This design comes from an exercise in tuning for small area on the open sky130 flow, not from production work. Only simulation tests tie the RTL to the original design; equivalence was not proved. In runs 1 and 3 the design's own scripts or RTL, not TritonCTS, make the clock network. The flow treats the clock pin as an ideal source. Dropping or thinning the clock tree relies on that and would not hold on a real chip. Power and IR drop assume default switching activity.

<file path="flow/run.sh">
#!/bin/bash
# The standard layout, with the smallest buffer on every input and output port (the standard
# flow picks a 10 um2 delay buffer for them) and a one-buffer clock tree (flow/onebuf.tcl).
set -euo pipefail
export BUFFER_PORTS_ARGS="-buffer_cell sky130_fd_sc_hd__buf_1"
export PRE_CTS_TCL="$PWD/flow/onebuf.tcl"
bash standard.sh > standard.log 2>&1
</file>
<file path="flow/onebuf.tcl">
# Sourced before CTS (PRE_CTS_TCL). With only 32 flip-flops one clkbuf_16 can drive every clock
# pin, so the clock tree is a single buffer between the clock port and the flip-flops, placed at
# their centre (detailed placement legalizes it), instead of TritonCTS's root-plus-four tree.
proc clock_tree_synthesis { args } {
  set db [ord::get_db]
  set block [ord::get_db_block]
  set port_net [$block findNet Clock]
  set master [$db findMaster sky130_fd_sc_hd__clkbuf_16]
  set buf [odb::dbInst_create $block $master clkbuf_0_Clock]
  set net [odb::dbNet_create $block clknet_0_Clock]
  $net setSigType CLOCK
  $port_net setSigType CLOCK
  set sx 0; set sy 0; set n 0
  foreach it [$port_net getITerms] {
    set inst [$it getInst]
    $it disconnect
    $it connect $net
    set box [$inst getBBox]
    set sx [expr {$sx + ([$box xMin] + [$box xMax]) / 2}]
    set sy [expr {$sy + ([$box yMin] + [$box yMax]) / 2}]
    incr n
  }
  [$buf findITerm A] connect $port_net
  [$buf findITerm X] connect $net
  $buf setLocation [expr {$sx / $n}] [expr {$sy / $n}]
  $buf setPlacementStatus PLACED
  puts "one clock buffer drives $n clock pins"
  set_propagated_clock [all_clocks]
}
</file>
<file path="design.v">
module FFT (input wire [3:0] x_in0, input wire [3:0] x_in1, input wire [3:0] x_in2, input wire [3:0] x_in3,
            input wire [3:0] x_in4, input wire [3:0] x_in5, input wire [3:0] x_in6, input wire [3:0] x_in7,
            input wire Clock, input wire Reset,
            output wire [6:0] X_out0, output wire [11:0] X_out1, output wire [11:0] X_out2, output wire [17:0] X_out3,
            output wire [9:0] X_out4, output wire [15:0] X_out5, output wire [15:0] X_out6, output wire [21:0] X_out7);
  reg [3:0] a, b, c, d, e, f, g, h;
  always @(posedge Clock or negedge Reset)
    if (!Reset) begin
      a <= 4'd0; b <= 4'd0; c <= 4'd0; d <= 4'd0; e <= 4'd0; f <= 4'd0; g <= 4'd0; h <= 4'd0;
    end else begin
      a <= x_in0; b <= x_in4; c <= x_in2; d <= x_in6; e <= x_in1; f <= x_in5; g <= x_in3; h <= x_in7;
    end
  wire n144914, n144915; fa1 un144914 (.a(a[0]), .b(b[0]), .ci(c[0]), .s(n144914), .co(n144915));
  wire n144916, n144917; fa1 un144916 (.a(a[1]), .b(b[1]), .ci(c[1]), .s(n144916), .co(n144917));
  wire n144918, n144919; fa1 un144918 (.a(d[1]), .b(n144915), .ci(n144916), .s(n144918), .co(n144919));
  wire n144920, n144921; fa1 un144920 (.a(a[2]), .b(b[2]), .ci(c[2]), .s(n144920), .co(n144921));
  wire n144922, n144923; fa1 un144922 (.a(d[2]), .b(n144917), .ci(n144920), .s(n144922), .co(n144923));
  wire n144924, n144925; fa1 un144924 (.a(a[3]), .b(b[3]), .ci(c[3]), .s(n144924), .co(n144925));
  wire n144926, n144927; fa1 un144926 (.a(d[3]), .b(n144921), .ci(n144924), .s(n144926), .co(n144927));
  wire n144928, n144929; ha1 un144928 (.a(d[0]), .b(n144914), .s(n144928), .co(n144929));
  wire n144930; x2 un144930 (.a(n144918), .b(n144929), .y(n144930));
  wire n144931; nd2 un144931 (.a(n144918), .b(n144929), .y(n144931));
  wire n144932; x2 un144932 (.a(n144919), .b(n144922), .y(n144932));
  wire n144933, n144934; ng un144933 (.a(n144919), .b(n144922), .gn(n144933), .tn(n144934));
  wire n144935; xn2 un144935 (.a(n144932), .b(n144931), .y(n144935));
  wire n144936; oai un144936 (.a(n144934), .b(n144931), .c(n144933), .y(n144936));
  wire n144937, n144938; ha1 un144937 (.a(n144923), .b(n144926), .s(n144937), .co(n144938));
  wire n144939; x2 un144939 (.a(n144937), .b(n144936), .y(n144939));
  wire n144940; aoi un144940 (.a(n144937), .b(n144936), .c(n144938), .y(n144940));
  wire n144941; x2 un144941 (.a(n144925), .b(n144927), .y(n144941));
  wire n144942, n144943; ng un144942 (.a(n144925), .b(n144927), .gn(n144942), .tn(n144943));
  wire n144944; xn2 un144944 (.a(n144941), .b(n144940), .y(n144944));
  wire n144945; oai un144945 (.a(n144943), .b(n144940), .c(n144942), .y(n144945));
  wire n145202, n145203; fa1 un145202 (.a(e[0]), .b(f[0]), .ci(g[0]), .s(n145202), .co(n145203));
  wire n145204, n145205; fa1 un145204 (.a(e[1]), .b(f[1]), .ci(g[1]), .s(n145204), .co(n145205));
  wire n145206, n145207; fa1 un145206 (.a(h[1]), .b(n145203), .ci(n145204), .s(n145206), .co(n145207));
  wire n145208, n145209; fa1 un145208 (.a(e[2]), .b(f[2]), .ci(g[2]), .s(n145208), .co(n145209));
  wire n145210, n145211; fa1 un145210 (.a(h[2]), .b(n145205), .ci(n145208), .s(n145210), .co(n145211));
  wire n145212, n145213; fa1 un145212 (.a(e[3]), .b(f[3]), .ci(g[3]), .s(n145212), .co(n145213));
  wire n145214, n145215; fa1 un145214 (.a(h[3]), .b(n145209), .ci(n145212), .s(n145214), .co(n145215));
  wire n145216, n145217; ha1 un145216 (.a(h[0]), .b(n145202), .s(n145216), .co(n145217));
  wire n145218; x2 un145218 (.a(n145206), .b(n145217), .y(n145218));
  wire n145219; nd2 un145219 (.a(n145206), .b(n145217), .y(n145219));
  wire n145220; x2 un145220 (.a(n145207), .b(n145210), .y(n145220));
  wire n145221, n145222; ng un145221 (.a(n145207), .b(n145210), .gn(n145221), .tn(n145222));
  wire n145223; xn2 un145223 (.a(n145220), .b(n145219), .y(n145223));
  wire n145224; oai un145224 (.a(n145222), .b(n145219), .c(n145221), .y(n145224));
  wire n145225, n145226; ha1 un145225 (.a(n145211), .b(n145214), .s(n145225), .co(n145226));
  wire n145227; x2 un145227 (.a(n145225), .b(n145224), .y(n145227));
  wire n145228; aoi un145228 (.a(n145225), .b(n145224), .c(n145226), .y(n145228));
  wire n145229; x2 un145229 (.a(n145213), .b(n145215), .y(n145229));
  wire n145230, n145231; ng un145230 (.a(n145213), .b(n145215), .gn(n145230), .tn(n145231));
  wire n145232; xn2 un145232 (.a(n145229), .b(n145228), .y(n145232));
  wire n145233; oai un145233 (.a(n145231), .b(n145228), .c(n145230), .y(n145233));
  wire n145578, n145579; ha1 un145578 (.a(n144928), .b(n145216), .s(n145578), .co(n145579));
  wire n145580, n145581; fa1 un145580 (.a(n144930), .b(n145218), .ci(n145579), .s(n145580), .co(n145581));
  wire n145582, n145583; fa1 un145582 (.a(n144935), .b(n145223), .ci(n145581), .s(n145582), .co(n145583));
  wire n145584, n145585; fa1 un145584 (.a(n144939), .b(n145227), .ci(n145583), .s(n145584), .co(n145585));
  wire n145586, n145587; ha1 un145586 (.a(n144944), .b(n145232), .s(n145586), .co(n145587));
  wire n145588; x2 un145588 (.a(n145586), .b(n145585), .y(n145588));
  wire n145589; aoi un145589 (.a(n145586), .b(n145585), .c(n145587), .y(n145589));
  wire n145590; x2 un145590 (.a(n144945), .b(n145233), .y(n145590));
  wire n145591, n145592; ng un145591 (.a(n144945), .b(n145233), .gn(n145591), .tn(n145592));
  wire n145593; xn2 un145593 (.a(n145590), .b(n145589), .y(n145593));
  wire n145594; oai un145594 (.a(n145592), .b(n145589), .c(n145591), .y(n145594));
  wire n145829; x2 un145829 (.a(n145216), .b(n144944), .y(n145829));
  wire n145830; nd2 un145830 (.a(n145216), .b(n144944), .y(n145830));
  wire n145831; x2 un145831 (.a(n145218), .b(n144945), .y(n145831));
  wire n145832, n145833; ng un145832 (.a(n145218), .b(n144945), .gn(n145832), .tn(n145833));
  wire n145834; xn2 un145834 (.a(n145831), .b(n145830), .y(n145834));
  wire n145835; oai un145835 (.a(n145833), .b(n145830), .c(n145832), .y(n145835));
  wire n145836, n145837; ha1 un145836 (.a(n145223), .b(n145835), .s(n145836), .co(n145837));
  wire n145838, n145839; ha1 un145838 (.a(n145227), .b(n145837), .s(n145838), .co(n145839));
  wire n145840; x2 un145840 (.a(n145232), .b(n145839), .y(n145840));
  wire n145841; nd2 un145841 (.a(n145232), .b(n145839), .y(n145841));
  wire n145842; xn2 un145842 (.a(n145233), .b(n145841), .y(n145842));
  wire n146203; x2 un146203 (.a(a[0]), .b(b[0]), .y(n146203));
  wire n146204; nd2 un146204 (.a(a[0]), .b(b[0]), .y(n146204));
  wire n146205; x2 un146205 (.a(a[1]), .b(b[1]), .y(n146205));
  wire n146206, n146207; ng un146206 (.a(a[1]), .b(b[1]), .gn(n146206), .tn(n146207));
  wire n146208; xn2 un146208 (.a(n146205), .b(n146204), .y(n146208));
  wire n146209; oai un146209 (.a(n146207), .b(n146204), .c(n146206), .y(n146209));
  wire n146210, n146211; ha1 un146210 (.a(a[2]), .b(b[2]), .s(n146210), .co(n146211));
  wire n146212; x2 un146212 (.a(n146210), .b(n146209), .y(n146212));
  wire n146213; aoi un146213 (.a(n146210), .b(n146209), .c(n146211), .y(n146213));
  wire n146214; x2 un146214 (.a(a[3]), .b(b[3]), .y(n146214));
  wire n146215, n146216; ng un146215 (.a(a[3]), .b(b[3]), .gn(n146215), .tn(n146216));
  wire n146217; xn2 un146217 (.a(n146214), .b(n146213), .y(n146217));
  wire n146218; oai un146218 (.a(n146216), .b(n146213), .c(n146215), .y(n146218));
  wire n146219, n146220; ha1 un146219 (.a(c[0]), .b(d[0]), .s(n146219), .co(n146220));
  wire n146221; x2 un146221 (.a(n146219), .b(n146218), .y(n146221));
  wire n146222; aoi un146222 (.a(n146219), .b(n146218), .c(n146220), .y(n146222));
  wire n146223; x2 un146223 (.a(c[1]), .b(d[1]), .y(n146223));
  wire n146224, n146225; ng un146224 (.a(c[1]), .b(d[1]), .gn(n146224), .tn(n146225));
  wire n146226; xn2 un146226 (.a(n146223), .b(n146222), .y(n146226));
  wire n146227; oai un146227 (.a(n146225), .b(n146222), .c(n146224), .y(n146227));
  wire n146228, n146229; ha1 un146228 (.a(c[2]), .b(d[2]), .s(n146228), .co(n146229));
  wire n146230; x2 un146230 (.a(n146228), .b(n146227), .y(n146230));
  wire n146231; aoi un146231 (.a(n146228), .b(n146227), .c(n146229), .y(n146231));
  wire n146232; x2 un146232 (.a(c[3]), .b(d[3]), .y(n146232));
  wire n146233, n146234; ng un146233 (.a(c[3]), .b(d[3]), .gn(n146233), .tn(n146234));
  wire n146235; xn2 un146235 (.a(n146232), .b(n146231), .y(n146235));
  wire n146236; oai un146236 (.a(n146234), .b(n146231), .c(n146233), .y(n146236));
  wire n146597; x2 un146597 (.a(e[0]), .b(f[0]), .y(n146597));
  wire n146598; nd2 un146598 (.a(e[0]), .b(f[0]), .y(n146598));
  wire n146599; x2 un146599 (.a(e[1]), .b(f[1]), .y(n146599));
  wire n146600, n146601; ng un146600 (.a(e[1]), .b(f[1]), .gn(n146600), .tn(n146601));
  wire n146602; xn2 un146602 (.a(n146599), .b(n146598), .y(n146602));
  wire n146603; oai un146603 (.a(n146601), .b(n146598), .c(n146600), .y(n146603));
  wire n146604, n146605; ha1 un146604 (.a(e[2]), .b(f[2]), .s(n146604), .co(n146605));
  wire n146606; x2 un146606 (.a(n146604), .b(n146603), .y(n146606));
  wire n146607; aoi un146607 (.a(n146604), .b(n146603), .c(n146605), .y(n146607));
  wire n146608; x2 un146608 (.a(e[3]), .b(f[3]), .y(n146608));
  wire n146609, n146610; ng un146609 (.a(e[3]), .b(f[3]), .gn(n146609), .tn(n146610));
  wire n146611; xn2 un146611 (.a(n146608), .b(n146607), .y(n146611));
  wire n146612; oai un146612 (.a(n146610), .b(n146607), .c(n146609), .y(n146612));
  wire n146613, n146614; ha1 un146613 (.a(g[0]), .b(h[0]), .s(n146613), .co(n146614));
  wire n146615; x2 un146615 (.a(n146613), .b(n146612), .y(n146615));
  wire n146616; aoi un146616 (.a(n146613), .b(n146612), .c(n146614), .y(n146616));
  wire n146617; x2 un146617 (.a(g[1]), .b(h[1]), .y(n146617));
  wire n146618, n146619; ng un146618 (.a(g[1]), .b(h[1]), .gn(n146618), .tn(n146619));
  wire n146620; xn2 un146620 (.a(n146617), .b(n146616), .y(n146620));
  wire n146621; oai un146621 (.a(n146619), .b(n146616), .c(n146618), .y(n146621));
  wire n146622, n146623; ha1 un146622 (.a(g[2]), .b(h[2]), .s(n146622), .co(n146623));
  wire n146624; x2 un146624 (.a(n146622), .b(n146621), .y(n146624));
  wire n146625; aoi un146625 (.a(n146622), .b(n146621), .c(n146623), .y(n146625));
  wire n146626; x2 un146626 (.a(g[3]), .b(h[3]), .y(n146626));
  wire n146627, n146628; ng un146627 (.a(g[3]), .b(h[3]), .gn(n146627), .tn(n146628));
  wire n146629; xn2 un146629 (.a(n146626), .b(n146625), .y(n146629));
  wire n146630; oai un146630 (.a(n146628), .b(n146625), .c(n146627), .y(n146630));
  wire n147629, n147630; ha1 un147629 (.a(n146597), .b(n146212), .s(n147629), .co(n147630));
  wire n147631, n147632; fa1 un147631 (.a(n146602), .b(n146217), .ci(n147630), .s(n147631), .co(n147632));
  wire n147633, n147634; fa1 un147633 (.a(n146606), .b(n146221), .ci(n147632), .s(n147633), .co(n147634));
  wire n147635, n147636; ha1 un147635 (.a(n146611), .b(n146226), .s(n147635), .co(n147636));
  wire n147637; x2 un147637 (.a(n147635), .b(n147634), .y(n147637));
  wire n147638; aoi un147638 (.a(n147635), .b(n147634), .c(n147636), .y(n147638));
  wire n147639; x2 un147639 (.a(n146615), .b(n146230), .y(n147639));
  wire n147640, n147641; ng un147640 (.a(n146615), .b(n146230), .gn(n147640), .tn(n147641));
  wire n147642; xn2 un147642 (.a(n147639), .b(n147638), .y(n147642));
  wire n147643; oai un147643 (.a(n147641), .b(n147638), .c(n147640), .y(n147643));
  wire n147644, n147645; ha1 un147644 (.a(n146620), .b(n146235), .s(n147644), .co(n147645));
  wire n147646; x2 un147646 (.a(n147644), .b(n147643), .y(n147646));
  wire n147647; aoi un147647 (.a(n147644), .b(n147643), .c(n147645), .y(n147647));
  wire n147648; x2 un147648 (.a(n146624), .b(n146236), .y(n147648));
  wire n147649, n147650; ng un147649 (.a(n146624), .b(n146236), .gn(n147649), .tn(n147650));
  wire n147651; xn2 un147651 (.a(n147648), .b(n147647), .y(n147651));
  wire n147652; oai un147652 (.a(n147650), .b(n147647), .c(n147649), .y(n147652));
  wire n147653, n147654; ha1 un147653 (.a(n146629), .b(n147652), .s(n147653), .co(n147654));
  wire n147655, n147656; ha1 un147655 (.a(n146630), .b(n147654), .s(n147655), .co(n147656));
  wire n148291; x2 un148291 (.a(n146597), .b(n146230), .y(n148291));
  wire n148292; nd2 un148292 (.a(n146597), .b(n146230), .y(n148292));
  wire n148293; x2 un148293 (.a(n146602), .b(n146235), .y(n148293));
  wire n148294, n148295; ng un148294 (.a(n146602), .b(n146235), .gn(n148294), .tn(n148295));
  wire n148296; xn2 un148296 (.a(n148293), .b(n148292), .y(n148296));
  wire n148297; oai un148297 (.a(n148295), .b(n148292), .c(n148294), .y(n148297));
  wire n148298, n148299; ha1 un148298 (.a(n146606), .b(n146236), .s(n148298), .co(n148299));
  wire n148300; x2 un148300 (.a(n148298), .b(n148297), .y(n148300));
  wire n148301; aoi un148301 (.a(n148298), .b(n148297), .c(n148299), .y(n148301));
  wire n148302; iv un148302 (.a(n146611), .y(n148302));
  wire n148303; xn2 un148303 (.a(n146611), .b(n148301), .y(n148303));
  wire n148304; nr2 un148304 (.a(n148302), .b(n148301), .y(n148304));
  wire n148305; x2 un148305 (.a(n146615), .b(n148304), .y(n148305));
  wire n148306; nd2 un148306 (.a(n146615), .b(n148304), .y(n148306));
  wire n148307; iv un148307 (.a(n146620), .y(n148307));
  wire n148308; xn2 un148308 (.a(n146620), .b(n148306), .y(n148308));
  wire n148309; nr2 un148309 (.a(n148307), .b(n148306), .y(n148309));
  wire n148310; x2 un148310 (.a(n146624), .b(n148309), .y(n148310));
  wire n148311; nd2 un148311 (.a(n146624), .b(n148309), .y(n148311));
  wire n148312; iv un148312 (.a(n146629), .y(n148312));
  wire n148313; xn2 un148313 (.a(n146629), .b(n148311), .y(n148313));
  wire n148314; nr2 un148314 (.a(n148312), .b(n148311), .y(n148314));
  wire n148315; x2 un148315 (.a(n146630), .b(n148314), .y(n148315));
  wire n148316; nd2 un148316 (.a(n146630), .b(n148314), .y(n148316));
  wire n148317; iv un148317 (.a(n148316), .y(n148317));
  wire n148632; x2 un148632 (.a(a[2]), .b(c[0]), .y(n148632));
  wire n148633; nd2 un148633 (.a(a[2]), .b(c[0]), .y(n148633));
  wire n148634; x2 un148634 (.a(a[3]), .b(c[1]), .y(n148634));
  wire n148635, n148636; ng un148635 (.a(a[3]), .b(c[1]), .gn(n148635), .tn(n148636));
  wire n148637; xn2 un148637 (.a(n148634), .b(n148633), .y(n148637));
  wire n148638; oai un148638 (.a(n148636), .b(n148633), .c(n148635), .y(n148638));
  wire n148639, n148640; ha1 un148639 (.a(b[0]), .b(c[2]), .s(n148639), .co(n148640));
  wire n148641; x2 un148641 (.a(n148639), .b(n148638), .y(n148641));
  wire n148642; aoi un148642 (.a(n148639), .b(n148638), .c(n148640), .y(n148642));
  wire n148643; x2 un148643 (.a(b[1]), .b(c[3]), .y(n148643));
  wire n148644, n148645; ng un148644 (.a(b[1]), .b(c[3]), .gn(n148644), .tn(n148645));
  wire n148646; xn2 un148646 (.a(n148643), .b(n148642), .y(n148646));
  wire n148647; oai un148647 (.a(n148645), .b(n148642), .c(n148644), .y(n148647));
  wire n148648, n148649; ha1 un148648 (.a(b[2]), .b(d[0]), .s(n148648), .co(n148649));
  wire n148650; x2 un148650 (.a(n148648), .b(n148647), .y(n148650));
  wire n148651; aoi un148651 (.a(n148648), .b(n148647), .c(n148649), .y(n148651));
  wire n148652; x2 un148652 (.a(b[3]), .b(d[1]), .y(n148652));
  wire n148653, n148654; ng un148653 (.a(b[3]), .b(d[1]), .gn(n148653), .tn(n148654));
  wire n148655; xn2 un148655 (.a(n148652), .b(n148651), .y(n148655));
  wire n148656; oai un148656 (.a(n148654), .b(n148651), .c(n148653), .y(n148656));
  wire n148657; x2 un148657 (.a(d[2]), .b(n148656), .y(n148657));
  wire n148658; nd2 un148658 (.a(d[2]), .b(n148656), .y(n148658));
  wire n148659; iv un148659 (.a(d[3]), .y(n148659));
  wire n148660; xn2 un148660 (.a(d[3]), .b(n148658), .y(n148660));
  wire n148661; nr2 un148661 (.a(n148659), .b(n148658), .y(n148661));
  wire n148976; x2 un148976 (.a(e[2]), .b(g[0]), .y(n148976));
  wire n148977; nd2 un148977 (.a(e[2]), .b(g[0]), .y(n148977));
  wire n148978; x2 un148978 (.a(e[3]), .b(g[1]), .y(n148978));
  wire n148979, n148980; ng un148979 (.a(e[3]), .b(g[1]), .gn(n148979), .tn(n148980));
  wire n148981; xn2 un148981 (.a(n148978), .b(n148977), .y(n148981));
  wire n148982; oai un148982 (.a(n148980), .b(n148977), .c(n148979), .y(n148982));
  wire n148983, n148984; ha1 un148983 (.a(f[0]), .b(g[2]), .s(n148983), .co(n148984));
  wire n148985; x2 un148985 (.a(n148983), .b(n148982), .y(n148985));
  wire n148986; aoi un148986 (.a(n148983), .b(n148982), .c(n148984), .y(n148986));
  wire n148987; x2 un148987 (.a(f[1]), .b(g[3]), .y(n148987));
  wire n148988, n148989; ng un148988 (.a(f[1]), .b(g[3]), .gn(n148988), .tn(n148989));
  wire n148990; xn2 un148990 (.a(n148987), .b(n148986), .y(n148990));
  wire n148991; oai un148991 (.a(n148989), .b(n148986), .c(n148988), .y(n148991));
  wire n148992, n148993; ha1 un148992 (.a(f[2]), .b(h[0]), .s(n148992), .co(n148993));
  wire n148994; x2 un148994 (.a(n148992), .b(n148991), .y(n148994));
  wire n148995; aoi un148995 (.a(n148992), .b(n148991), .c(n148993), .y(n148995));
  wire n148996; x2 un148996 (.a(f[3]), .b(h[1]), .y(n148996));
  wire n148997, n148998; ng un148997 (.a(f[3]), .b(h[1]), .gn(n148997), .tn(n148998));
  wire n148999; xn2 un148999 (.a(n148996), .b(n148995), .y(n148999));
  wire n149000; oai un149000 (.a(n148998), .b(n148995), .c(n148997), .y(n149000));
  wire n149001; x2 un149001 (.a(h[2]), .b(n149000), .y(n149001));
  wire n149002; nd2 un149002 (.a(h[2]), .b(n149000), .y(n149002));
  wire n149003; iv un149003 (.a(h[3]), .y(n149003));
  wire n149004; xn2 un149004 (.a(h[3]), .b(n149002), .y(n149004));
  wire n149005; nr2 un149005 (.a(n149003), .b(n149002), .y(n149005));
  wire n150320, n150321; ha1 un150320 (.a(a[1]), .b(e[0]), .s(n150320), .co(n150321));
  wire n150322, n150323; fa1 un150322 (.a(e[1]), .b(n148632), .ci(n150321), .s(n150322), .co(n150323));
  wire n150324, n150325; fa1 un150324 (.a(n148976), .b(n148637), .ci(n150323), .s(n150324), .co(n150325));
  wire n150326, n150327; ha1 un150326 (.a(n148981), .b(n148641), .s(n150326), .co(n150327));
  wire n150328; x2 un150328 (.a(n150326), .b(n150325), .y(n150328));
  wire n150329; aoi un150329 (.a(n150326), .b(n150325), .c(n150327), .y(n150329));
  wire n150330; x2 un150330 (.a(n148985), .b(n148646), .y(n150330));
  wire n150331, n150332; ng un150331 (.a(n148985), .b(n148646), .gn(n150331), .tn(n150332));
  wire n150333; xn2 un150333 (.a(n150330), .b(n150329), .y(n150333));
  wire n150334; oai un150334 (.a(n150332), .b(n150329), .c(n150331), .y(n150334));
  wire n150335, n150336; ha1 un150335 (.a(n148990), .b(n148650), .s(n150335), .co(n150336));
  wire n150337; x2 un150337 (.a(n150335), .b(n150334), .y(n150337));
  wire n150338; aoi un150338 (.a(n150335), .b(n150334), .c(n150336), .y(n150338));
  wire n150339; x2 un150339 (.a(n148994), .b(n148655), .y(n150339));
  wire n150340, n150341; ng un150340 (.a(n148994), .b(n148655), .gn(n150340), .tn(n150341));
  wire n150342; xn2 un150342 (.a(n150339), .b(n150338), .y(n150342));
  wire n150343; oai un150343 (.a(n150341), .b(n150338), .c(n150340), .y(n150343));
  wire n150344, n150345; fa1 un150344 (.a(n148999), .b(n148657), .ci(n150343), .s(n150344), .co(n150345));
  wire n150346, n150347; ha1 un150346 (.a(n149001), .b(n148660), .s(n150346), .co(n150347));
  wire n150348; x2 un150348 (.a(n150346), .b(n150345), .y(n150348));
  wire n150349; aoi un150349 (.a(n150346), .b(n150345), .c(n150347), .y(n150349));
  wire n150350; x2 un150350 (.a(n148661), .b(n149004), .y(n150350));
  wire n150351, n150352; ng un150351 (.a(n148661), .b(n149004), .gn(n150351), .tn(n150352));
  wire n150353; xn2 un150353 (.a(n150350), .b(n150349), .y(n150353));
  wire n150354; oai un150354 (.a(n150352), .b(n150349), .c(n150351), .y(n150354));
  wire n150355; x2 un150355 (.a(n149005), .b(n150354), .y(n150355));
  wire n151068, n151069; ha1 un151068 (.a(e[0]), .b(n148646), .s(n151068), .co(n151069));
  wire n151070, n151071; fa1 un151070 (.a(e[1]), .b(n148650), .ci(n151069), .s(n151070), .co(n151071));
  wire n151072, n151073; ha1 un151072 (.a(n148976), .b(n148655), .s(n151072), .co(n151073));
  wire n151074; x2 un151074 (.a(n151072), .b(n151071), .y(n151074));
  wire n151075; aoi un151075 (.a(n151072), .b(n151071), .c(n151073), .y(n151075));
  wire n151076; x2 un151076 (.a(n148981), .b(n148657), .y(n151076));
  wire n151077, n151078; ng un151077 (.a(n148981), .b(n148657), .gn(n151077), .tn(n151078));
  wire n151079; xn2 un151079 (.a(n151076), .b(n151075), .y(n151079));
  wire n151080; oai un151080 (.a(n151078), .b(n151075), .c(n151077), .y(n151080));
  wire n151081, n151082; ha1 un151081 (.a(n148985), .b(n148660), .s(n151081), .co(n151082));
  wire n151083; x2 un151083 (.a(n151081), .b(n151080), .y(n151083));
  wire n151084; aoi un151084 (.a(n151081), .b(n151080), .c(n151082), .y(n151084));
  wire n151085; x2 un151085 (.a(n148990), .b(n148661), .y(n151085));
  wire n151086, n151087; ng un151086 (.a(n148990), .b(n148661), .gn(n151086), .tn(n151087));
  wire n151088; xn2 un151088 (.a(n151085), .b(n151084), .y(n151088));
  wire n151089; oai un151089 (.a(n151087), .b(n151084), .c(n151086), .y(n151089));
  wire n151090; x2 un151090 (.a(n148994), .b(n151089), .y(n151090));
  wire n151091; nd2 un151091 (.a(n148994), .b(n151089), .y(n151091));
  wire n151092; iv un151092 (.a(n148999), .y(n151092));
  wire n151093; xn2 un151093 (.a(n148999), .b(n151091), .y(n151093));
  wire n151094; nr2 un151094 (.a(n151092), .b(n151091), .y(n151094));
  wire n151095; x2 un151095 (.a(n149001), .b(n151094), .y(n151095));
  wire n151096; nd2 un151096 (.a(n149001), .b(n151094), .y(n151096));
  wire n151097; iv un151097 (.a(n149004), .y(n151097));
  wire n151098; xn2 un151098 (.a(n149004), .b(n151096), .y(n151098));
  wire n151099; nr2 un151099 (.a(n151097), .b(n151096), .y(n151099));
  wire n151100; x2 un151100 (.a(n149005), .b(n151099), .y(n151100));
  wire n154019, n154020; fa1 un154019 (.a(b[2]), .b(c[0]), .ci(e[3]), .s(n154019), .co(n154020));
  wire n154021, n154022; fa1 un154021 (.a(b[3]), .b(c[1]), .ci(f[0]), .s(n154021), .co(n154022));
  wire n154023, n154024; fa1 un154023 (.a(c[2]), .b(f[1]), .ci(n154022), .s(n154023), .co(n154024));
  wire n154025, n154026; fa1 un154025 (.a(c[3]), .b(f[2]), .ci(g[0]), .s(n154025), .co(n154026));
  wire n154027, n154028; fa1 un154027 (.a(d[0]), .b(f[3]), .ci(g[1]), .s(n154027), .co(n154028));
  wire n154029, n154030; fa1 un154029 (.a(d[1]), .b(g[2]), .ci(n154028), .s(n154029), .co(n154030));
  wire n154031, n154032; fa1 un154031 (.a(d[2]), .b(g[3]), .ci(n154030), .s(n154031), .co(n154032));
  wire n154033, n154034; fa1 un154033 (.a(d[3]), .b(h[0]), .ci(n154032), .s(n154033), .co(n154034));
  wire n154035; x2 un154035 (.a(a[3]), .b(e[0]), .y(n154035));
  wire n154036; nd2 un154036 (.a(a[3]), .b(e[0]), .y(n154036));
  wire n154037; iv un154037 (.a(n154036), .y(n154037));
  wire n154038, n154039; fa1 un154038 (.a(b[0]), .b(e[1]), .ci(n154037), .s(n154038), .co(n154039));
  wire n154040, n154041; fa1 un154040 (.a(b[1]), .b(e[2]), .ci(n154039), .s(n154040), .co(n154041));
  wire n154042; x2 un154042 (.a(n154019), .b(n154041), .y(n154042));
  wire n154043; nd2 un154043 (.a(n154019), .b(n154041), .y(n154043));
  wire n154044; x2 un154044 (.a(n154020), .b(n154021), .y(n154044));
  wire n154045, n154046; ng un154045 (.a(n154020), .b(n154021), .gn(n154045), .tn(n154046));
  wire n154047; xn2 un154047 (.a(n154044), .b(n154043), .y(n154047));
  wire n154048; oai un154048 (.a(n154046), .b(n154043), .c(n154045), .y(n154048));
  wire n154049; x2 un154049 (.a(n154023), .b(n154048), .y(n154049));
  wire n154050; nd2 un154050 (.a(n154023), .b(n154048), .y(n154050));
  wire n154051; x2 un154051 (.a(n154025), .b(n154024), .y(n154051));
  wire n154052, n154053; ng un154052 (.a(n154025), .b(n154024), .gn(n154052), .tn(n154053));
  wire n154054; xn2 un154054 (.a(n154051), .b(n154050), .y(n154054));
  wire n154055; oai un154055 (.a(n154053), .b(n154050), .c(n154052), .y(n154055));
  wire n154056, n154057; fa1 un154056 (.a(n154026), .b(n154027), .ci(n154055), .s(n154056), .co(n154057));
  wire n154058; x2 un154058 (.a(n154029), .b(n154057), .y(n154058));
  wire n154059; nd2 un154059 (.a(n154029), .b(n154057), .y(n154059));
  wire n154060; iv un154060 (.a(n154031), .y(n154060));
  wire n154061; xn2 un154061 (.a(n154031), .b(n154059), .y(n154061));
  wire n154062; nr2 un154062 (.a(n154060), .b(n154059), .y(n154062));
  wire n154063; x2 un154063 (.a(n154033), .b(n154062), .y(n154063));
  wire n154064; nd2 un154064 (.a(n154033), .b(n154062), .y(n154064));
  wire n154065; x2 un154065 (.a(h[1]), .b(n154034), .y(n154065));
  wire n154066, n154067; ng un154066 (.a(h[1]), .b(n154034), .gn(n154066), .tn(n154067));
  wire n154068; xn2 un154068 (.a(n154065), .b(n154064), .y(n154068));
  wire n154069; oai un154069 (.a(n154067), .b(n154064), .c(n154066), .y(n154069));
  wire n154070; x2 un154070 (.a(h[2]), .b(n154069), .y(n154070));
  wire n154071; nd2 un154071 (.a(h[2]), .b(n154069), .y(n154071));
  wire n154072; iv un154072 (.a(h[3]), .y(n154072));
  wire n154073; xn2 un154073 (.a(h[3]), .b(n154071), .y(n154073));
  wire n154074; nr2 un154074 (.a(n154072), .b(n154071), .y(n154074));
  wire n155439, n155440; ha1 un155439 (.a(b[3]), .b(c[1]), .s(n155439), .co(n155440));
  wire n155441, n155442; ha1 un155441 (.a(c[2]), .b(e[1]), .s(n155441), .co(n155442));
  wire n155443, n155444; ha1 un155443 (.a(c[3]), .b(e[2]), .s(n155443), .co(n155444));
  wire n155445, n155446; ha1 un155445 (.a(d[0]), .b(e[3]), .s(n155445), .co(n155446));
  wire n155447, n155448; ha1 un155447 (.a(d[1]), .b(f[0]), .s(n155447), .co(n155448));
  wire n155449, n155450; ha1 un155449 (.a(d[2]), .b(f[1]), .s(n155449), .co(n155450));
  wire n155451, n155452; fa1 un155451 (.a(d[3]), .b(f[2]), .ci(g[0]), .s(n155451), .co(n155452));
  wire n155453, n155454; ha1 un155453 (.a(f[3]), .b(g[1]), .s(n155453), .co(n155454));
  wire n155455, n155456; ha1 un155455 (.a(b[2]), .b(c[0]), .s(n155455), .co(n155456));
  wire n155457, n155458; fa1 un155457 (.a(e[0]), .b(n155439), .ci(n155456), .s(n155457), .co(n155458));
  wire n155459, n155460; ha1 un155459 (.a(n155440), .b(n155441), .s(n155459), .co(n155460));
  wire n155461; x2 un155461 (.a(n155459), .b(n155458), .y(n155461));
  wire n155462; aoi un155462 (.a(n155459), .b(n155458), .c(n155460), .y(n155462));
  wire n155463; x2 un155463 (.a(n155442), .b(n155443), .y(n155463));
  wire n155464, n155465; ng un155464 (.a(n155442), .b(n155443), .gn(n155464), .tn(n155465));
  wire n155466; xn2 un155466 (.a(n155463), .b(n155462), .y(n155466));
  wire n155467; oai un155467 (.a(n155465), .b(n155462), .c(n155464), .y(n155467));
  wire n155468, n155469; ha1 un155468 (.a(n155444), .b(n155445), .s(n155468), .co(n155469));
  wire n155470; x2 un155470 (.a(n155468), .b(n155467), .y(n155470));
  wire n155471; aoi un155471 (.a(n155468), .b(n155467), .c(n155469), .y(n155471));
  wire n155472; x2 un155472 (.a(n155446), .b(n155447), .y(n155472));
  wire n155473, n155474; ng un155473 (.a(n155446), .b(n155447), .gn(n155473), .tn(n155474));
  wire n155475; xn2 un155475 (.a(n155472), .b(n155471), .y(n155475));
  wire n155476; oai un155476 (.a(n155474), .b(n155471), .c(n155473), .y(n155476));
  wire n155477, n155478; ha1 un155477 (.a(n155448), .b(n155449), .s(n155477), .co(n155478));
  wire n155479; x2 un155479 (.a(n155477), .b(n155476), .y(n155479));
  wire n155480; aoi un155480 (.a(n155477), .b(n155476), .c(n155478), .y(n155480));
  wire n155481; x2 un155481 (.a(n155450), .b(n155451), .y(n155481));
  wire n155482, n155483; ng un155482 (.a(n155450), .b(n155451), .gn(n155482), .tn(n155483));
  wire n155484; xn2 un155484 (.a(n155481), .b(n155480), .y(n155484));
  wire n155485; oai un155485 (.a(n155483), .b(n155480), .c(n155482), .y(n155485));
  wire n155486, n155487; ha1 un155486 (.a(n155453), .b(n155452), .s(n155486), .co(n155487));
  wire n155488; x2 un155488 (.a(n155486), .b(n155485), .y(n155488));
  wire n155489; aoi un155489 (.a(n155486), .b(n155485), .c(n155487), .y(n155489));
  wire n155490; x2 un155490 (.a(g[2]), .b(n155454), .y(n155490));
  wire n155491, n155492; ng un155491 (.a(g[2]), .b(n155454), .gn(n155491), .tn(n155492));
  wire n155493; xn2 un155493 (.a(n155490), .b(n155489), .y(n155493));
  wire n155494; oai un155494 (.a(n155492), .b(n155489), .c(n155491), .y(n155494));
  wire n155495, n155496; ha1 un155495 (.a(g[3]), .b(n155494), .s(n155495), .co(n155496));
  wire n155497; x2 un155497 (.a(h[0]), .b(n155496), .y(n155497));
  wire n155498; nd2 un155498 (.a(h[0]), .b(n155496), .y(n155498));
  wire n155499; iv un155499 (.a(h[1]), .y(n155499));
  wire n155500; xn2 un155500 (.a(h[1]), .b(n155498), .y(n155500));
  wire n155501; nr2 un155501 (.a(n155499), .b(n155498), .y(n155501));
  wire n155502; x2 un155502 (.a(h[2]), .b(n155501), .y(n155502));
  wire n155503; nd2 un155503 (.a(h[2]), .b(n155501), .y(n155503));
  wire n155504; iv un155504 (.a(h[3]), .y(n155504));
  wire n155505; xn2 un155505 (.a(h[3]), .b(n155503), .y(n155505));
  wire n155506; nr2 un155506 (.a(n155504), .b(n155503), .y(n155506));
  assign X_out0 = {n145594, n145593, n145588, n145584, n145582, n145580, n145578};
  assign X_out1 = {n150355, n150353, n150348, n150344, n150342, n150337, n150333, n150328, n150324, n150322, n150320, a[0]};
  assign X_out2 = {n147656, n147655, n147653, n147651, n147646, n147642, n147637, n147633, n147631, n147629, n146208, n146203};
  assign X_out3 = {n154074, n154073, n154070, n154068, n154063, n154061, n154058, n154056, n154054, n154049, n154047, n154042, n154040, n154038, n154035, a[2], a[1], a[0]};
  assign X_out4 = {n145842, n145840, n145838, n145836, n145834, n145829, n144939, n144935, n144930, n144928};
  assign X_out5 = {n151100, n151098, n151095, n151093, n151090, n151088, n151083, n151079, n151074, n151070, n151068, n148641, n148637, n148632, a[1], a[0]};
  assign X_out6 = {n148317, n148315, n148313, n148310, n148308, n148305, n148303, n148300, n148296, n148291, n146226, n146221, n146217, n146212, n146208, n146203};
  assign X_out7 = {n155506, n155505, n155502, n155500, n155497, n155495, n155493, n155488, n155484, n155479, n155475, n155470, n155466, n155461, n155457, n155455, b[1], b[0], a[3], a[2], a[1], a[0]};
endmodule
module fa1 (input wire a, input wire b, input wire ci, output wire s, output wire co);
  assign s = a ^ b ^ ci;
  assign co = (a & b) | (a & ci) | (b & ci);
endmodule
module ha1 (input wire a, input wire b, output wire s, output wire co);
  assign s = a ^ b;
  assign co = a & b;
endmodule
module x2 (input wire a, input wire b, output wire y);
  assign y = a ^ b;
endmodule
module xn2 (input wire a, input wire b, output wire y);
  assign y = ~(a ^ b);
endmodule
module nd2 (input wire a, input wire b, output wire y);
  assign y = ~(a & b);
endmodule
module nr2 (input wire a, input wire b, output wire y);
  assign y = ~(a | b);
endmodule
module iv (input wire a, output wire y);
  assign y = ~a;
endmodule
module ng (input wire a, input wire b, output wire gn, output wire tn);
  assign gn = ~(a & b);
  assign tn = ~(a | b);
endmodule
module aoi (input wire a, input wire b, input wire c, output wire y);
  assign y = ~((a & b) | c);
endmodule
module oai (input wire a, input wire b, input wire c, output wire y);
  assign y = ~((a | b) & c);
endmodule
</file>
<file path="config.mk">
export PLATFORM = sky130hd
export DESIGN_NAME = FFT
export DESIGN_NICKNAME = FFT
export VERILOG_FILES = /design/flow/design.v
export SDC_FILE = /design/flow/constraint.sdc
export NUM_CORES = 4
export LEC_CHECK = 0
export CAP_MARGIN = 20
export CORE_MARGIN = 2
export CORE_UTILIZATION = 40
export CTS_BUF_LIST = sky130_fd_sc_hd__clkbuf_8
export CTS_CLUSTER_DIAMETER = 200
export CTS_CLUSTER_SIZE = 40
export SLEW_MARGIN = 20
export SYNTH_HIERARCHICAL = 1
</file>
<file path="standard.sh">
#!/bin/bash
# synth_recipe.tcl (not shown) runs the flow's synth.tcl, then flattens the netlist and writes it again
# the make line also repeats each setting of config.mk as NAME=value (left out here)
make -C /OpenROAD-flow-scripts/flow DESIGN_CONFIG=/design/flow/config.mk WORK_HOME=/design/flow/orfs CLKGATE_MAP_FILE= SYNTH_SCRIPT=/design/flow/synth_recipe.tcl "${@:-finish}"
</file>
<file path="constraint.sdc">
create_clock -name core_clock -period 5.0 [get_ports {Clock}]
set_input_delay 1.0000 -clock core_clock [delete_from_list [all_inputs] [get_ports {Clock}]]
set_output_delay 1.0000 -clock core_clock [all_outputs]
set_load 0.01 [all_outputs]
</file>
==> run notes, run 1 <==
* Max Cap Viol at 0
* Input/output buffers at 146
* Synthesized area per cell at 9.20 µm²
* Standard-cell rows at 40
* DIE HEIGHT at 115 µm
* Synth Instances at 532
* ANT cells at 0
* Worst hold margin at 879 ps
* Worst EP required at 4000 ps
* Core Util, Final at 41.2%
* Post-DRT Antenna Nets at 0
* Drt first pass iters at 4
* Hold Path Class: input pin to asynchronous set/reset pin
* Ratio of final minimum period to clock period at 95.2%
* 1st-iter DRT viols at 151
* Number of global-route vias before repair at 3428
* Nets at 695
* Setup crit start kind: register
* Synth Register Bits at 32
* Tot GR Track Use at 16.9%
* Die width at 115 µm
* CP max stage cell: dfrtp_1
* Hold_buf cts at 0
* IO Pins at 147
* Crit path DAT at 3760 ps
* Die ar. at 13100 µm²
* Netlist Area Pre-Place at 4890 µm²
* Max incr delay on CP at 710 ps
* Final TNS setup at 0 ps
* Fin area at 4920 µm²
* Max IR drop VDD at 0.374 mV
* Max Freq at 210 MHz
* Initial antenna violation count at 0
* Status: finished clean
* Mapped Nets at 646
* Crit path kind: register to output pin
* Worst Path Max Fanout at 9
* Worst slew pin tran at 777 ps
* First-pass GRT wire length at 17300 µm
* Most common cell after layout, fill and taps aside: buf_1
* Worst-path clk slew at 110 ps
* DRC at 0
* DPL Wire Length at 9650 µm
* Setup violators final at 0
* Lkg Pwr at 0.00211 µW
* Cell variety after synth at 11
* Endpoint type of the worst setup path: output pin
* Grt ovf at 0
* Starting Density at 40.9%
* Post-DP Area at 4870 µm²
* Routed WL per cell at 15.4 µm
* Max-slew violations at 0
* Pin count of the biggest net entering global routing at 33
* Crit-path cells: ha_1 -> fa_1 -> a21oi_2 -> o21ai_1 -> a21oi_2 -> o21ai_1 -> a21oi_2 -> o21ai_1 -> a21oi_2 -> o21ai_1 -> ha_1 -> nand2_1 -> nor2_1 -> nand2_1 -> xnor2_1 -> buf_1
* Commonest non-fill, non-tap cells in the layout: buf_1 (145), xor2_1 (85), nand2_1 (59)
* Routed wire length at 11200 µm
* Slew HR at 48.2%
* Ys Warns at 7
* Share of layout cells above drive strength 1 at 7.60%
* Minimum clock period after layout at 4760 ps
* Vias at 3409
* Core ar. at 12000 µm²
* Via-to-Cell Ratio at 4.70
* Global placement routability congestion at 0.863
* Area Growth Syn to Fin at 0.665%
* Hold Vio Cnt, Final at 0
* RSZ-0062 raised after global routing: no
* PD cells at 371 nW/µm²
* Sequential cell area fraction in the yosys report at 16.4%
state kept, by name, indices dropped and copies added, names as in the netlist:
name and flops:
g 4, b 4, d 4, c 4, a 4, h 4
f 4, e 4
logic make-up (layout without fill, tap and decap cells):
kind of cell             count (synthesis)  after routing  synth area share [%]
XOR/XNOR                               133            133                  23.8
flip-flops                              32             32                  16.4
AND/OR/NAND/NOR                        105            105                  8.06
buffers and inverters                  122            169                  17.7
adder cells (fa/ha/maj)                 80             80                  26.0
AO/OA/AOI/OAI                           60             60                  8.06
per-layer routing:
metal | vias up | track usage, % | part of all wire, %
met2 | 91 | 30.8 | 50
met4 | 0 | 3.17 | 2.0
li1 | 1677 | - | -
met5 | - | 0 | 0
met3 | 15 | 0.900 | 3.7
met1 | 1626 | 22.2 | 44
final timing paths:
check	start	endpoint	slack, ps
worst max-delay path	b[3]$_DFF_PN0_	X_out7[20]	240
worst min-delay path	Reset	g[3]$_DFF_PN0_	880
max in group asynchronous	Reset	b[0]$_DFF_PN0_	3580
min in group core_clock	x_in0[3]	a[3]$_DFF_PN0_	910
where the power goes:
part / switching, µW / internal, µW
registers: 41.1 / 272
clock network: 62.2 / 37.4
logic: 859 / 555
Yosys stat by module (local to each module, per instance), excerpt:
| module | area, µm² | copies in the design | flip-flops and latches |
|---|---|---|---|
| fa1 | 20.0 | 36 | 0 |
| iv | 3.75 | 13 | 0 |
| nd2 | 3.75 | 24 | 0 |
| nr2 | 3.75 | 11 | 0 |
| oai | 5.00 | 35 | 0 |
| x2 | 8.76 | 86 | 0 |
| xn2 | 8.76 | 47 | 0 |
what timing repair did:
item / in CTS / in global routing
setup buffers: 0 / 0
hold endpoints to repair: 0 / 0
setup endpoints to repair: 0 / 5
resized for setup: 0 / 8
area by class of cell:
cell class                      instances  area [µm²]
Buffer                                  1        25.0
Sequential cell                        32         807
Tap cell                              147         184
Multi-Input combinational cell        378        3240
Timing Repair Buffer                  155         617
Inverter                               13        48.8
Fill cell                            1211        7040
stage by stage:
stage | power (µW) | cells | setup WS, ps
6_report | 1830 | 726 | 239
4_1_cts | 1850 | 726 | 187
2_1_floorplan | 1800 | 532 | 667
5_1_grt | 2020 | 726 | 0.534
3_3_place_gp | 1720 | 725 | 490
3_5_place_dp | 1740 | 725 | 405
synthesized netlist by cell type:
cell type	count	share of area [%]
buf_4	109	17
xor2_1	86	15
nand2_1	59	4.5
xnor2_1	47	8.4
nor2_1	46	3.5
ha_1	44	11
fa_1	36	15
o21ai_1	35	3.6
dfrtp_1	32	16
a21oi_2	25	4.5
inv_1	13	1.0
critical path, delay by kind of cell, from the launching register on:
family,cells,cell delay [ps]
AOI/OAI and AO/OA,8,1290
DFF,1,710
adders and majority gates,3,990
and+or+nand+nor,3,280
buffers and inverters,1,170
xor gates and xnor gates,1,140
==> run 2, diff against run 1 <==
==> flow/run.sh (replaced) <==
#!/bin/bash
# The standard layout, with the smallest buffer on every input and output port
# (the standard flow picks a 10 um2 delay buffer for them) and a small clock tree
# without dummy loads.
set -euo pipefail
export BUFFER_PORTS_ARGS="-buffer_cell sky130_fd_sc_hd__buf_1"
export CTS_ARGS="-sink_clustering_enable -repair_clock_nets -dont_use_dummy_load -buf_list sky130_fd_sc_hd__clkbuf_8 -root_buf sky130_fd_sc_hd__clkbuf_8 -sink_clustering_size 32 -sink_clustering_max_diameter 300"
bash standard.sh > standard.log 2>&1
removed: flow/onebuf.tcl
==> run notes, run 2 <==
* Crit path DAT at 3800 ps (was 3760 ps)
* H-tree depth at 2
* Worst-path clk slew at 60 ps (was 110 ps)
* Hold Vio Cnt, Final at 0 (unchanged)
* 1st-iter DRT viols at 145 (was 151)
* Standard-cell rows at 40 (unchanged)
* Final TNS setup at 0 ps (unchanged)
* Buffer count from post-CTS setup fixing at 0 (unchanged)
* Post-synth top cells: buf_4 (109), xor2_1 (86), nand2_1 (59) (unchanged)
* Sw frac at 51.7% (was 52.7%)
* Max clock buf depth at 2
* Worst slew pin tran at 790 ps (was 777 ps)
* Ys Warns at 7 (unchanged)
* Status: finished clean (unchanged)
* Cell variety after synth at 11 (unchanged)
* Max Freq at 208 MHz (was 210 MHz)
* Area Growth Syn to Fin at 1.92% (was 0.665%)
* Clock Power Share at 9.0% (was 5.5%)
* Max-slew violations at 0 (unchanged)
* Pin count of the biggest net entering global routing at 33 (unchanged)
* CP max stage cell: dfrtp_1 (unchanged)
* Worst Path Max Fanout at 9 (unchanged)
* DIE HEIGHT at 115 µm (unchanged)
* Setup violators final at 0 (unchanged)
* Nets at 699 (was 695)
* Mapped Nets at 646 (unchanged)
* DRC at 0 (unchanged)
* Vias at 3427 (was 3409)
* Die width at 115 µm (unchanged)
* Ratio of final minimum period to clock period at 95.9% (was 95.2%)
* Global placement routability congestion at 0.863 (unchanged)
* Max Cap Viol at 0 (unchanged)
* Share of layout cells above drive strength 1 at 9.26% (was 7.60%)
* Post-synth top area cell: buf_4 (unchanged)
* Max incr delay on CP at 560 ps (was 710 ps)
* Core Util, Final at 41.7% (was 41.2%)
* Input/output buffers at 146 (unchanged)
* Grt ovf at 0 (unchanged)
* Most common cell after layout, fill and taps aside: buf_1 (unchanged)
* Root buffer cell: clkbuf_8
* Pint at 918 µW (was 864 µW)
* Routed wire length at 11300 µm (was 11200 µm)
* Max IR drop VDD at 0.362 mV (was 0.374 mV)
* Core ar. at 12000 µm² (unchanged)
* Via-to-Cell Ratio at 4.69 (was 4.70)
* Commonest non-fill, non-tap cells in the layout: buf_1 (145), xor2_1 (85), nand2_1 (59) (unchanged)
* Drt first pass iters at 4 (unchanged)
* Synth Register Bits at 32 (unchanged)
* TritonCTS Buffers at 5
* Sequential cell area fraction in the yosys report at 16.4% (unchanged)
* Endpoint type of the worst setup path: output pin (unchanged)
* Net Sw Power at 981 µW (was 962 µW)
* Post-DRT Antenna Nets at 0 (unchanged)
* Number of flops mapped to enable cells by yosys at 0 (unchanged)
* Crit-path cells: fa_1 -> fa_1 -> xor2_1 -> fa_1 -> fa_1 -> fa_1 -> a21oi_2 -> xnor2_1 -> buf_1 (was ha_1 -> fa_1 -> a21oi_2 -> o21ai_1 -> a21oi_2 -> o21ai_1 -> a21oi_2 -> o21ai_1 -> a21oi_2 -> o21ai_1 -> ha_1 -> nand2_1 -> nor2_1 -> nand2_1 -> xnor2_1 -> buf_1)
* Setup crit start kind: register (unchanged)
* Initial antenna violation count at 0 (unchanged)
* ANT cells at 0 (unchanged)
* Routed WL per cell at 15.5 µm (was 15.4 µm)
* Post-synth top area share at 16.7% (unchanged)
* Top-count cell post-synth: buf_4 (unchanged)
* Netlist Area Pre-Place at 4890 µm² (unchanged)
* Crit path kind: register to output pin (unchanged)
* CTS tree: yes
* Top post-synthesis cells by area: buf_4 (17%), dfrtp_1 (16%), xor2_1 (15%) (unchanged)
* Main synth FF type: dfrtp_1 (unchanged)
* Slew HR at 47.3% (was 48.2%)
* Synth Instances at 532 (unchanged)
* Comb power frac at 74.5% (was 77.4%)
* Number of global-route vias before repair at 3458 (was 3428)
* RSZ-0062 raised after global routing: no (unchanged)
* First-pass GRT wire length at 17400 µm (was 17300 µm)
* Sequential power share at 16.5% (was 17.1%)
* PD cells at 381 nW/µm² (was 371 nW/µm²)
* DPL Wire Length at 9650 µm (unchanged)
* Die ar. at 13100 µm² (unchanged)
* Cell mode on critical path: fa_1
* Tot GR Track Use at 17.5% (was 16.9%)
* # clock sinks at 32
* Worst EP required at 4000 ps (about the same)
* Starting Density at 40.9% (unchanged)
* Post-synthesis async set-or-reset flop share at 100% (unchanged)
* IO Pins at 147 (unchanged)
* Minimum clock period after layout at 4800 ps (was 4760 ps)
* Synthesized area per cell at 9.20 µm² (unchanged)
* Lkg Pwr at 0.00213 µW (was 0.00211 µW)
* Hold Path Class: input pin to asynchronous set/reset pin (unchanged)
run 2: changes by cell type in the layout (fill, tap and decap cells not counted), sizes merged:
cell    previous run  this run
clkbuf             2         6
run 2: worst max path at each step:
stage	end	cells past startpoint	slack [ps]	startpoint
finish	X_out0[5]	9	200	g[1]$_DFF_PN0_
global route	X_out6[14]	16	5	b[2]$_DFF_PN0_
CTS	X_out6[14]	18	90	b[0]$_DFF_PN0_
detailed placement	X_out6[14]	18	400	b[0]$_DFF_PN0_
global placement	X_out6[14]	18	490	b[0]$_DFF_PN0_
floorplan	X_out0[5]	9	670	e[1]$_DFF_PN0_
run 2: layer usage:
layer,GRT usage (%),vias up,routed length [µm]
met3,1.96,18,436
met1,22.1,1625,4970
li1,-,1688,-
met4,6.59,0,279
met2,30.8,96,5600
met5,0,-,0
run 2: Yosys stat by module, one instance, submodules excluded:
module	area (µm²)	flip-flops and latches	copies in the design
FFT	1620	32	1
aoi	8.76	0	25
fa1	20.0	0	36
ha1	12.5	0	44
iv	3.75	0	13
nd2	3.75	0	24
ng	7.51	0	35
nr2	3.75	0	11
oai	5.00	0	35
x2	8.76	0	86
xn2	8.76	0	47
run 2: power by group through the flow:
stage	Combinational (µW)	Clock (µW)	Sequential (µW)
floorplan	1490	0	309
global placement	1400	0	318
detailed placement	1420	0	319
CTS	1430	179	314
global route	1580	192	318
finish	1420	171	314
run 2: worst max-delay path, delay by kind of cell, from the launching register on:
family	cells	cell delay, ps
AO/OA/AOI/OAI	1	180
XOR/XNOR	2	350
adder cells (fa/ha/maj)	5	2250
buffers and inverters	1	170
flip-flops	1	560
run 2: cell type report:
type	instances	area [µm²]
multi-input cells	378	3260
fillers	1205	6980
repair buffers	155	617
well taps	147	184
inverters	13	48.8
clock buffers	5	68.8
flip-flops and latches	32	810
run 2: metrics by stage:
step                      worst slack, ps  hold slack, ps  cells  instance area, µm²  total power (µW)
after floorplan                       667             704    532                4890              1800
after global placement                490            1100    725                4870              1720
after detailed placement              405            1100    725                4870              1740
after CTS                            95.0             804    730                4940              1920
after global routing                 5.46             802    730                4990              2090
final                                 203             793    730                4990              1900
run 2: cells by family after synthesis:
| logic type | after synthesis | synth area share (%) |
|---|---|---|
| simple gates | 105 | 8.06 |
| fa+ha+maj | 80 | 26.0 |
| compound gates | 60 | 8.06 |
| flops | 32 | 16.4 |
| buf+inv | 122 | 17.7 |
| xor+xnor | 133 | 23.8 |
run 2: what timing repair did:
item | CTS | global route
hold buffers | 0 | 0
resized for setup | 0 | 14
setup endpoints to repair | 0 | 8
==> run 3, diff against run 2 <==
==> flow/run.sh (replaced) <==
#!/bin/bash
# The standard layout, with the smallest buffer on every input and output port (the standard
# flow picks a 10 um2 delay buffer for them) and a one-level clock tree of two buffers (flow/onebuf.tcl).
set -euo pipefail
export BUFFER_PORTS_ARGS="-buffer_cell sky130_fd_sc_hd__buf_1"
export PRE_CTS_TCL="$PWD/flow/onebuf.tcl"
bash standard.sh > standard.log 2>&1
==> flow/onebuf.tcl (new file) <==
# Sourced before CTS (PRE_CTS_TCL). With only 32 flip-flops, two clkbuf_8 can drive every clock
# pin, so the clock tree is one level: the clock port drives two buffers, each driving the clock
# pins of one half of the flip-flops (split by x) from the centre of that half (detailed
# placement legalizes them). This replaces TritonCTS's root-plus-four-leaves tree.
proc clock_tree_synthesis { args } {
  set db [ord::get_db]
  set block [ord::get_db_block]
  set port_net [$block findNet Clock]
  set master [$db findMaster sky130_fd_sc_hd__clkbuf_8]
  $port_net setSigType CLOCK
  set sinks {}
  foreach it [$port_net getITerms] {
    set box [[$it getInst] getBBox]
    lappend sinks [list [expr {([$box xMin] + [$box xMax]) / 2}] [expr {([$box yMin] + [$box yMax]) / 2}] $it]
  }
  set sinks [lsort -integer -index 0 $sinks]
  set half [expr {[llength $sinks] / 2}]
  set groups [list [lrange $sinks 0 [expr {$half - 1}]] [lrange $sinks $half end]]
  set k 0
  foreach grp $groups {
    set buf [odb::dbInst_create $block $master clkbuf_${k}_Clock]
    set net [odb::dbNet_create $block clknet_${k}_Clock]
    $net setSigType CLOCK
    set sx 0; set sy 0
    foreach s $grp {
      lassign $s x y it
      $it disconnect
      $it connect $net
      incr sx $x; incr sy $y
    }
    [$buf findITerm A] connect $port_net
    [$buf findITerm X] connect $net
    $buf setLocation [expr {$sx / [llength $grp]}] [expr {$sy / [llength $grp]}]
    $buf setPlacementStatus PLACED
    puts "clock buffer $k drives [llength $grp] clock pins"
    incr k
  }
  set_propagated_clock [all_clocks]
}
==> run notes, run 3 <==
* Post-synth top cells: buf_4 (109), xor2_1 (86), nand2_1 (59) (unchanged)
* Sequential power share at 17.1% (was 16.5%)
* Buf+Inv Stages, Crit Path at 1 (unchanged)
* Worst EP required at 4000 ps (about the same)
* Netlist Area Pre-Place at 4890 µm² (unchanged)
* Resize count post-CTS at 0 (unchanged)
* Net Sw Power at 963 µW (was 981 µW)
* Crit path DAT at 3740 ps (was 3800 ps)
* Input/output buffers at 146 (unchanged)
* PD cells at 371 nW/µm² (was 381 nW/µm²)
* Routed WL per cell at 15.4 µm (was 15.5 µm)
* Most common cell after layout, fill and taps aside: buf_1 (unchanged)
* Vias at 3383 (was 3427)
* RSZ-0062 raised after global routing: no (unchanged)
* Pin count of the biggest net entering global routing at 33 (unchanged)
* CP max stage cell: dfrtp_1 (unchanged)
* IO Pins at 147 (unchanged)
* Slew HR at 48.1% (was 47.3%)
* Post-DRT Antenna Nets at 0 (unchanged)
* Crit-path cells: ha_1 -> fa_1 -> a21oi_2 -> o21ai_1 -> a21oi_2 -> o21ai_1 -> a21oi_2 -> o21ai_1 -> a21oi_2 -> o21ai_1 -> ha_1 -> nand2_1 -> nor2_1 -> nand2_1 -> xnor2_1 -> buf_1 (was fa_1 -> fa_1 -> xor2_1 -> fa_1 -> fa_1 -> fa_1 -> a21oi_2 -> xnor2_1 -> buf_1)
* Initial antenna violation count at 0 (unchanged)
* Die ar. at 13100 µm² (unchanged)
* Ys Warns at 7 (unchanged)
* Hold Path Class: input pin to asynchronous set/reset pin (unchanged)
* Lkg Pwr at 0.00211 µW (was 0.00213 µW)
* Top-count cell post-synth: buf_4 (unchanged)
* Setup violators final at 0 (unchanged)
* Minimum clock period after layout at 4740 ps (was 4800 ps)
* Multi-input gate area at 3240 µm² (was 3260 µm²)
* Grt ovf at 0 (unchanged)
* Crit path kind: register to output pin (unchanged)
* Synthesized area per cell at 9.20 µm² (unchanged)
* Post-synth top area share at 16.7% (unchanged)
* Buffer count from post-CTS setup fixing at 0 (unchanged)
* Final TNS setup at 0 ps (unchanged)
* Via-to-Cell Ratio at 4.65 (was 4.69)
* Comb power frac at 77.3% (was 74.5%)
* Nets at 696 (was 699)
* Max IR drop VDD at 0.456 mV (was 0.362 mV)
* Ratio of final minimum period to clock period at 94.8% (was 95.9%)
* Top post-synthesis cells by area: buf_4 (17%), dfrtp_1 (16%), xor2_1 (15%) (unchanged)
* Sequential cell area fraction in the yosys report at 16.4% (unchanged)
* Standard-cell rows at 40 (unchanged)
* Hold_buf cts at 0 (unchanged)
* Starting Density at 40.9% (unchanged)
* Worst slew pin tran at 778 ps (was 790 ps)
* CP delay by family, top: compound AO/OA/AOI/OAI gates (was adder cells)
* Status: finished clean (unchanged)
* First-pass GRT wire length at 17300 µm (was 17400 µm)
* Fin worst setup slack at 258 ps (was 203 ps)
* Drt first pass iters at 4 (unchanged)
* Number of global-route vias before repair at 3451 (was 3458)
* Die width at 115 µm (unchanged)
* Pint at 863 µW (was 918 µW)
* DIE HEIGHT at 115 µm (unchanged)
* Commonest non-fill, non-tap cells in the layout: buf_1 (145), xor2_1 (85), nand2_1 (59) (unchanged)
* Register area at 805 µm² (was 810 µm²)
* Hold Vio Cnt, Final at 0 (unchanged)
* Mapped Nets at 646 (unchanged)
* Synth Register Bits at 32 (unchanged)
* Max Freq at 211 MHz (was 208 MHz)
* Number of flops mapped to enable cells by yosys at 0 (unchanged)
* Max incr delay on CP at 710 ps (was 560 ps)
* Max Cap Viol at 0 (unchanged)
* Post-synthesis async set-or-reset flop share at 100% (unchanged)
* DPL Wire Length at 9650 µm (unchanged)
* Global placement routability congestion at 0.863 (unchanged)
* Post-synth top area cell: buf_4 (unchanged)
* ANT cells at 0 (unchanged)
* Worst Path Max Fanout at 9 (unchanged)
* Cell variety after synth at 11 (unchanged)
* Filler cell count in the final layout at 1211 (was 1205)
* DP Worst Slack at 405 ps (unchanged)
* DRC at 0 (unchanged)
* Core ar. at 12000 µm² (unchanged)
* Endpoint type of the worst setup path: output pin (unchanged)
* Routed wire length at 11200 µm (was 11300 µm)
* Sw frac at 52.7% (was 51.7%)
* Share of layout cells above drive strength 1 at 7.24% (was 9.26%)
* Area Growth Syn to Fin at 0.588% (was 1.92%)
* Setup crit start kind: register (unchanged)
* 1st-iter DRT viols at 123 (was 145)
* Main synth FF type: dfrtp_1 (unchanged)
* Worst-path clk slew at 100 ps (was 60 ps)
* Synth Instances at 532 (unchanged)
* Clock Power Share at 5.5% (was 9.0%)
* Max-slew violations at 0 (unchanged)
* Tot GR Track Use at 17.0% (was 17.5%)
-- run 3: cell counts after synthesis --
Identical to the previous run, type by type.
-- run 3: through the flow --
stage	instances	power (µW)	hold slack, ps	instance area (µm²)	utilization (%)
floorplan	532	1800	704	4890	-
global placement	725	1720	1100	4870	40.8
detailed placement	725	1740	1100	4870	40.8
CTS	727	1850	923	4900	41.0
global route	727	2020	921	4920	41.1
finish	727	1830	898	4920	41.1
-- run 3: cell type report --
| class | instances | share of cell area (%) |
|---|---|---|
| Buffer | 2 | 0.559 |
| Inverter | 13 | 0.992 |
| Tap cell | 147 | 3.74 |
| Multi-Input combinational cell | 378 | 65.8 |
| Sequential cell | 32 | 16.3 |
| Timing Repair Buffer | 155 | 12.5 |
-- run 3: power groups by stage --
| stage | combinational (µW) | clock, µW | sequential (µW) |
|---|---|---|---|
| floorplan | 1490 | 0 | 309 |
| global placement | 1400 | 0 | 318 |
| detailed placement | 1420 | 0 | 319 |
| CTS | 1430 | 109 | 313 |
| global route | 1580 | 121 | 317 |
| finish | 1410 | 101 | 313 |
-- run 3: metal layers --
metal  global-route usage, %  vias up  wire length [µm]
met3                   0.953       15               354
met1                    22.0     1610              4970
met4                    3.17        0               219
li1                        -     1680                 -
met2                    31.2       78              5660
met5                       0        -                 0
-- run 3: logic make-up after synthesis --
kind of cell / Yosys count / share of synthesized area (%)
xor gates and xnor gates: 133 / 23.8
AOI/OAI and AO/OA: 60 / 8.06
and+or+nand+nor: 105 / 8.06
adders and majority gates: 80 / 26.0
buffers and inverters: 122 / 17.7
DFF: 32 / 16.4
-- run 3: per-module statistics from Yosys, one instance, submodules excluded --
module | cells inside | copies in the design
ha1 | 1 | 44
fa1 | 1 | 36
iv | 1 | 13
nd2 | 1 | 24
xn2 | 1 | 47
nr2 | 1 | 11
oai | 1 | 35
FFT | 141 | 1
aoi | 1 | 25
ng | 2 | 35
x2 | 1 | 86
-- run 3: worst max-delay path by stage --
stage | cells past startpoint | start | slack, ps | end
after global placement | 18 | b[0]$_DFF_PN0_ | 490 | X_out6[14]
after floorplan | 9 | e[1]$_DFF_PN0_ | 670 | X_out0[5]
after CTS | 18 | b[0]$_DFF_PN0_ | 210 | X_out6[14]
after global routing | 17 | c[1]$_DFF_PN0_ | 20 | X_out5[15]
after detailed placement | 18 | b[0]$_DFF_PN0_ | 400 | X_out6[14]
final | 16 | b[3]$_DFF_PN0_ | 260 | X_out7[20]

==> static timing again, ports no longer ideal <==
The flow's constraints put no driver on any port. The routed layouts listed below were extracted and timed again, unchanged, in two steps. Step 1 (the two cells are an assumption about what drives the block):
set clk [get_ports {Clock}]
set_driving_cell -lib_cell sky130_fd_sc_hd__clkbuf_16 $clk
set_driving_cell -lib_cell sky130_fd_sc_hd__buf_2 [delete_from_list [all_inputs] $clk]
Step 2 adds t to the input delays and takes it off the output delays; t is the mean of the earliest and latest rising clock arrival at the registers after step 1. Input paths then give back, and output paths get back, about the clock's delay inside the block. Slacks: ideal / step 1 / step 2; pairs: ideal / step 1.
run | t, ns | setup WS [ns] | latest minus earliest clock arrival (ns) | worst data-port slew with drivers (ns)
run 1 | 0.203 | 0.239 / 0.206 / 0.408 | 0.003 / 0.003 | 0.04
run 2 | 0.305 | 0.203 / 0.175 / 0.481 | 0.007 / 0.007 | 0.04
run 3 | 0.190 | 0.258 / 0.222 / 0.412 | 0.007 / 0.007 | 0.04
After both steps setup and hold are still met in every run listed.
